What follows belongs to an exercise in optimizing a design on an open flow for small area and a short achievable clock period; a production flow would make more cautious choices.
Only simulation tests tie the RTL to the original design; equivalence was not proved.
No activity file was given, so power comes from the tool's default toggle rates.

## P
==> flow/design.v <==
module JERICALLA_EVO (
	input [17:0] instruccion,
	input clk_jericalla,
	input reset_jericalla,
	output zf_jericalla,
	output [31:0] dataOut_jericalla
);
wire clk = clk_jericalla;
wire rst = reset_jericalla;
wire [2:0] op  = instruccion[17:15];
wire [4:0] rd  = instruccion[14:10];
wire [4:0] rs1 = instruccion[9:5];
wire [4:0] rs2 = instruccion[4:0];
wire op_add = (op == 3'd0);
wire op_sub = (op == 3'd1);
wire op_slt = (op == 3'd2);
wire op_sw  = (op == 3'd3);
wire op_lw  = (op == 3'd4);
reg [31:0] rf [0:31];
function [31:0] rd_tree(input [4:0] s, input [1023:0] w);
	reg [31:0] l1 [0:7];
	reg [31:0] l2 [0:1];
	integer k;
	begin
		for (k = 0; k < 8; k = k + 1)
			case (s[1:0])
				2'd0: l1[k] = w[(4*k+0)*32 +: 32];
				2'd1: l1[k] = w[(4*k+1)*32 +: 32];
				2'd2: l1[k] = w[(4*k+2)*32 +: 32];
				default: l1[k] = w[(4*k+3)*32 +: 32];
			endcase
		for (k = 0; k < 2; k = k + 1)
			case (s[3:2])
				2'd0: l2[k] = l1[4*k+0];
				2'd1: l2[k] = l1[4*k+1];
				2'd2: l2[k] = l1[4*k+2];
				default: l2[k] = l1[4*k+3];
			endcase
		rd_tree = s[4] ? l2[1] : l2[0];
	end
endfunction
wire [1023:0] rf_flat;
genvar gf;
generate
	for (gf = 0; gf < 32; gf = gf + 1) begin : g_flat
		assign rf_flat[gf*32 +: 32] = rf[gf];
	end
endgenerate
wire [31:0] rd1 = rd_tree(rs1, rf_flat);
wire [31:0] rd2 = rd_tree(rs2, rf_flat);
function ge32(input [31:0] x, input [31:0] y);
	reg [31:0] g, p;
	integer s, k;
	begin
		g = x & ~y;
		p = x | ~y;
		for (s = 1; s < 32; s = s * 2)
			for (k = 31; k >= 0; k = k - 1)
				if ((k % (2 * s)) == (2 * s - 1)) begin
					g[k] = g[k] | (p[k] & g[k - s]);
					p[k] = p[k] & p[k - s];
				end
		ge32 = g[31] | p[31];
	end
endfunction
wire ge12 = ge32(rd1, rd2);
wire lt   = ~ge12;
wire [31:0] cin_z  = {rd1[30:0] | rd2[30:0], 1'b0};
wire [31:0] bit_ok = ({32{op_add}} & ~((rd1 ^ rd2) ^ cin_z)) |
                     ({32{op_sub}} & ~(rd1 ^ rd2)) |
                     ({32{op_sw}}  & ~rd2) |
                     {32{~(op_add | op_sub | op_sw)}};
wire zf_next = (&bit_ok) & ~(op_slt & lt);
reg        s2_arith, s2_sub, s2_we, s2_sw, s2_lw;
reg        s2_zf;
reg        s2_slt_res;            
reg [4:0]  s2_wa;
reg [31:0] s2_a;
reg [31:0] s2_b;                  
reg [7:0]  s2_dlo;                
reg [15:0] s2_dhi;                
always @(posedge clk) begin
	if (rst) begin
		s2_arith   <= 1'b0;
		s2_sub     <= 1'b0;
		s2_we      <= 1'b0;
		s2_sw      <= 1'b0;
		s2_lw      <= 1'b0;
		s2_zf      <= 1'b1;
		s2_slt_res <= 1'b0;
	end else begin
		s2_arith   <= op_add | op_sub;
		s2_sub     <= op_sub;
		s2_we      <= op_add | op_sub | op_slt;
		s2_sw      <= op_sw;
		s2_lw      <= op_lw;
		s2_zf      <= zf_next;
		s2_slt_res <= op_slt & lt;
	end
	s2_wa  <= rd;
	s2_a   <= rd1;
	s2_b   <= rd2 ^ {32{op_sub}};
	s2_dlo <= 8'd1 << rd1[2:0];
	s2_dhi <= 16'd1 << rd1[6:3];
end
wire [31:0] a = s2_a;
wire [31:0] b = s2_b;
assign zf_jericalla = s2_zf;
wire [31:0] arith = a + b + {31'd0, s2_sub};
wire [31:0] res   = ({32{s2_arith}} & arith) | {31'd0, s2_slt_res};
function [31:0] valor_inicial(input integer k);
	case (k)
		0: valor_inicial = 32'd222;
		1: valor_inicial = 32'd111;
		2: valor_inicial = 32'd100;
		3: valor_inicial = 32'd200;
		7: valor_inicial = 32'd20;
		8: valor_inicial = 32'd21;
		9: valor_inicial = 32'd22;
		default: valor_inicial = 32'd0;
	endcase
endfunction
wire [31:0] wd0 = res & {32{~rst}};    
wire [31:0] wd1 = res | {32{rst}};     
genvar gw, gb;
generate
	for (gw = 0; gw < 32; gw = gw + 1) begin : g_rf
		wire en = rst | (s2_we & (s2_wa == gw));
		wire [31:0] init = valor_inicial(gw);
		wire [31:0] d;
		for (gb = 0; gb < 32; gb = gb + 1) begin : g_b
			assign d[gb] = init[gb] ? wd1[gb] : wd0[gb];
		end
		always @(posedge clk)
			if (en) rf[gw] <= d;
	end
endgenerate
reg [31:0] ram [0:127];
reg        s3_w;
reg [6:0]  s3_addr;
reg [31:0] s3_data;
reg [31:0] dout_lo, dout_hi;       
reg [31:0] ram_rd_lo, ram_rd_hi;
integer j;
always @* begin
	ram_rd_lo = 32'd0;
	ram_rd_hi = 32'd0;
	for (j = 0; j < 64; j = j + 1) begin
		ram_rd_lo = ram_rd_lo | (ram[j] & {32{s2_dlo[j % 8] & s2_dhi[j / 8]}});
		ram_rd_hi = ram_rd_hi | (ram[j + 64] & {32{s2_dlo[j % 8] & s2_dhi[j / 8 + 8]}});
	end
end
wire hit = s3_w & (s3_addr == a[6:0]);
always @(posedge clk) begin
	if (rst) begin
		s3_w    <= 1'b0;
		dout_lo <= 32'd0;
		dout_hi <= 32'd0;
	end else begin
		s3_w    <= s2_sw;
		dout_lo <= {32{s2_lw}} & (hit ? s3_data : ram_rd_lo);
		dout_hi <= {32{s2_lw & ~hit}} & ram_rd_hi;
	end
	s3_addr <= a[6:0];
	s3_data <= b;
end
assign dataOut_jericalla = dout_lo | dout_hi;
wire w_now = s3_w & ~rst;
generate
	for (gw = 0; gw < 128; gw = gw + 1) begin : g_ram
		wire wen = w_now & (s3_addr == gw);
		always @(posedge clk)
			if (wen) ram[gw] <= s3_data;
	end
endgenerate
endmodule
Settings: LEC_CHECK=0, ABC_AREA=1, ABC_CLOCK_PERIOD_IN_PS=3000, CAP_MARGIN=20, CORE_MARGIN=2, CORE_UTILIZATION=50, CTS_BUF_LIST=sky130_fd_sc_hd__clkbuf_8, PLACE_DENSITY=0.62, SETUP_SLACK_MARGIN=3.8, SLEW_MARGIN=20; clock period 7.0 ns.
run.sh (not shown) runs the stock make flow with config.mk's settings and CLKGATE_MAP_FILE= SYNTH_SCRIPT=/design/flow/synth_recipe.tcl, a recipe that flattens the netlist after the stock synthesis.
Input changes introduced in Q (baseline for comparison: P):
Settings: PLACE_DENSITY no longer set, was 0.62; CORE_UTILIZATION now 40, was 50.
==> results.txt <==
The flow did not stop early for Q: all stages ran, and the layout cleared the timing, design-rule and antenna checks.
P was routed with fewer vias than Q.
Between P and Q, the cell count went up.
Looking at slowest cell on the critical path, the dfxtp_2 result is from P; the dfxtp_4 one comes from Q.
Q vs P: worst setup slack down
| worst hold slack | Q vs P | better |
Power consumption on Q is behind P.

## port drivers added, routing unchanged
The results above use ideal ports. As a check the final layouts listed here were re-extracted and re-timed, cells and wires unchanged. Step 1: set_driving_cell puts a clkbuf_16 on clk_jericalla and a buf_2 on each other input, an assumption about the parent block. Step 2 times the ports against the registers' clock, not the clock port: input delays grow and output delays shrink by t, the midpoint of the rising clock arrivals with the driver on. a / b / c = ideal / step 1 / step 2; a / b = the first two.
run	t (ns)	setup slack, ns	clock arrival spread, ns	pins driven straight from the clock port
P	1.447	3.447 / 3.322 / 2.038	0.089 / 0.090	1
Q	1.482	3.372 / 3.241 / 2.043	0.171 / 0.171	1
After both steps setup and hold are still met in every run listed. The setup slack of P, which loses most, moves by -0.125 ns with the drivers and by -1.409 ns with both steps.
